Context: an optimization exercise on an open-source flow, tuned for small area and a short achievable clock period. The choices shown serve that exercise and are no tape-out recipe. The RTL was checked by simulation tests, not by an equivalence proof against the original design.

==> flow/design.v (excerpt) <==
module winograd_top(clk, rst_n, in_valid,
    inp10, inp11, inp12, inp13, inp20, inp21, inp22, inp23,
    inp30, inp31, inp32, inp33, inp40, inp41, inp42, inp43,
    ker10, ker11, ker12, ker20, ker21, ker22, ker30, ker31, ker32,
    out_valid, out10, out11, out20, out21);
    input clk, rst_n, in_valid;
    input [7:0] inp10, inp11, inp12, inp13;
    input [7:0] inp20, inp21, inp22, inp23;
    input [7:0] inp30, inp31, inp32, inp33;
    input [7:0] inp40, inp41, inp42, inp43;
    input [7:0] ker10, ker11, ker12;
    input [7:0] ker20, ker21, ker22;
    input [7:0] ker30, ker31, ker32;
    output out_valid;
    output [7:0] out10, out11, out20, out21;
    reg [3:1] vld;
    always @(posedge clk) begin
        if (rst_n == 1'b0)
            vld <= {3{1'b0}};
        else
            vld <= {vld[2:1], in_valid};
    end
    assign out_valid = vld[3];
    winograd core(clk, inp10, inp11, inp12, inp13, inp20, inp21, inp22, inp23,
                  inp30, inp31, inp32, inp33, inp40, inp41, inp42, inp43,
                  ker10, ker11, ker12, ker20, ker21, ker22, ker30, ker31, ker32,
                  out10, out11, out20, out21);
endmodule
For scale: roughly 380 flip-flops, about 240 I/O pins, about 0.027 mm2 of cells after synthesis.
==> flow/config.mk <==
export PLATFORM = sky130hd
export DESIGN_NAME = winograd_top
export DESIGN_NICKNAME = winograd_top
export VERILOG_FILES = /design/flow/design.v
export SDC_FILE = /design/flow/constraint.sdc
export NUM_CORES = 4
export LEC_CHECK = 0
export CAP_MARGIN = 20
export CORE_MARGIN = 2
export CORE_UTILIZATION = 60
export CTS_CLUSTER_DIAMETER = 100
export CTS_CLUSTER_SIZE = 25
export SLEW_MARGIN = 20
export SYNTH_HIERARCHICAL = 1
==> flow/constraint.sdc <==
create_clock -name core_clock -period 15.5 [get_ports {clk}]
set_input_delay 3.1000 -clock core_clock [delete_from_list [all_inputs] [get_ports {clk}]]
set_output_delay 3.1000 -clock core_clock [all_outputs]
set_load 0.01 [all_outputs]
standard.sh (not shown) runs the stock make flow with config.mk's settings and CLKGATE_MAP_FILE= SYNTH_SCRIPT=/design/flow/synth_recipe.tcl, a recipe that flattens the netlist after the stock synthesis.
==> flow/flow/run.sh <==
#!/bin/bash
# Own layout flow: the standard flow (standard.sh) with two changes:
#  - the port buffers use a small buffer cell (buf_2) instead of the default choice;
#  - timing repair aims for 11.15 ns of setup slack, i.e. it works on every path
#    longer than 4.35 ns (the clock period stays 15.5 ns).
export BUFFER_PORTS_ARGS="-buffer_cell sky130_fd_sc_hd__buf_2"
export SETUP_SLACK_MARGIN=11.15
bash standard.sh > standard.log 2>&1
The starting point finished with timing, DRC and antenna clean.
Next try:
==> flow/flow/run.sh (replaced) <==
#!/bin/bash
# Own layout flow: the standard flow (standard.sh) with two changes:
#  - the port buffers use a small buffer cell (buf_2) instead of the default choice;
#  - timing repair aims for 11.0 ns of setup slack, i.e. it works on every path
#    longer than 4.5 ns (the clock period stays 15.5 ns).
export BUFFER_PORTS_ARGS="-buffer_cell sky130_fd_sc_hd__buf_2"
export SETUP_SLACK_MARGIN=11.0
bash standard.sh > standard.log 2>&1
The new run passed the timing, design-rule and antenna checks; count of clock-buffer cells in the layout goes down by 1; hold slack improved by 22 ps; utilization goes down by 2.0 points; design area goes down by 2.9%; global-route usage goes down by 0.57 points; worst setup slack got worse by 50 ps; critical path depth is unchanged.
Next try:
--- a/flow/config.mk
+++ b/flow/config.mk
@@ -9,5 +9,3 @@
 export CORE_MARGIN = 2
-export CORE_UTILIZATION = 60
-export CTS_CLUSTER_DIAMETER = 100
-export CTS_CLUSTER_SIZE = 25
+export CORE_UTILIZATION = 40
 export SLEW_MARGIN = 20
Outcome: The changed run went through all stages and came out clean. Sequential share of layout area went down by 1.2 points. Sequential cell count does not change. Count of clock-buffer cells in the layout went up by 38.
Next try:
--- a/flow/config.mk
+++ b/flow/config.mk
@@ -9,3 +9,5 @@
 export CORE_MARGIN = 2
-export CORE_UTILIZATION = 40
+export CORE_UTILIZATION = 50
+export CTS_CLUSTER_DIAMETER = 100
+export CTS_CLUSTER_SIZE = 30
 export SLEW_MARGIN = 20
Worst hold slack gains 6.3 ps.
Global-route usage came out higher by 4.3 points.
Next try:
--- a/flow/config.mk
+++ b/flow/config.mk
@@ -9,5 +9,5 @@
 export CORE_MARGIN = 2
-export CORE_UTILIZATION = 50
+export CORE_UTILIZATION = 70
 export CTS_CLUSTER_DIAMETER = 100
-export CTS_CLUSTER_SIZE = 30
+export CTS_CLUSTER_SIZE = 25
 export SLEW_MARGIN = 20
The changed run finished clean.
Wire length goes down by a few percent.
Utilization rises by 21 points.
Worst hold slack gets better by 10 ps.
Register-to-register slack barely changes.
Global-route usage climbs by 9.7 points.
Count of clock-buffer cells in the layout drops by 1.

## static timing again, ports no longer ideal
The results above use ideal ports. As a check the final layouts listed here were re-extracted and re-timed, cells and wires unchanged.
Step 1, drivers: a clkbuf_16 drives clk and a buf_2 each remaining input, both assumed.
Step 2 times the ports against the registers' clock, not the clock port: input delays grow and output delays shrink by t, the midpoint of the rising clock arrivals with the driver on.
Three values: ideal, step 1, step 2; two values: the first two.
run | t, ns | setup WS [ns] | hold WS [ns] | worst setup path at the end | latest minus earliest clock arrival (ns)
the first run | 0.615 | 11.091 / 11.091 / 10.555 | 0.368 / 0.368 / 0.368 | input to register | 0.035 / 0.035
the second run | 0.618 | 11.041 / 11.041 / 10.514 | 0.390 / 0.390 / 0.390 | input to register | 0.029 / 0.028
the third run | 0.641 | 11.032 / 11.032 / 10.488 | 0.367 / 0.367 / 0.367 | input to register | 0.035 / 0.036
the fourth run | 0.635 | 11.062 / 11.062 / 10.492 | 0.373 / 0.373 / 0.373 | input to register | 0.028 / 0.027
the fifth run | 0.611 | 11.056 / 11.056 / 10.530 | 0.383 / 0.383 / 0.383 | input to register | 0.026 / 0.026
After both steps every run listed still meets setup and hold. The setup slack of the fourth run, which loses most, moves by 0.000 ns with the drivers and by -0.570 ns with both steps.
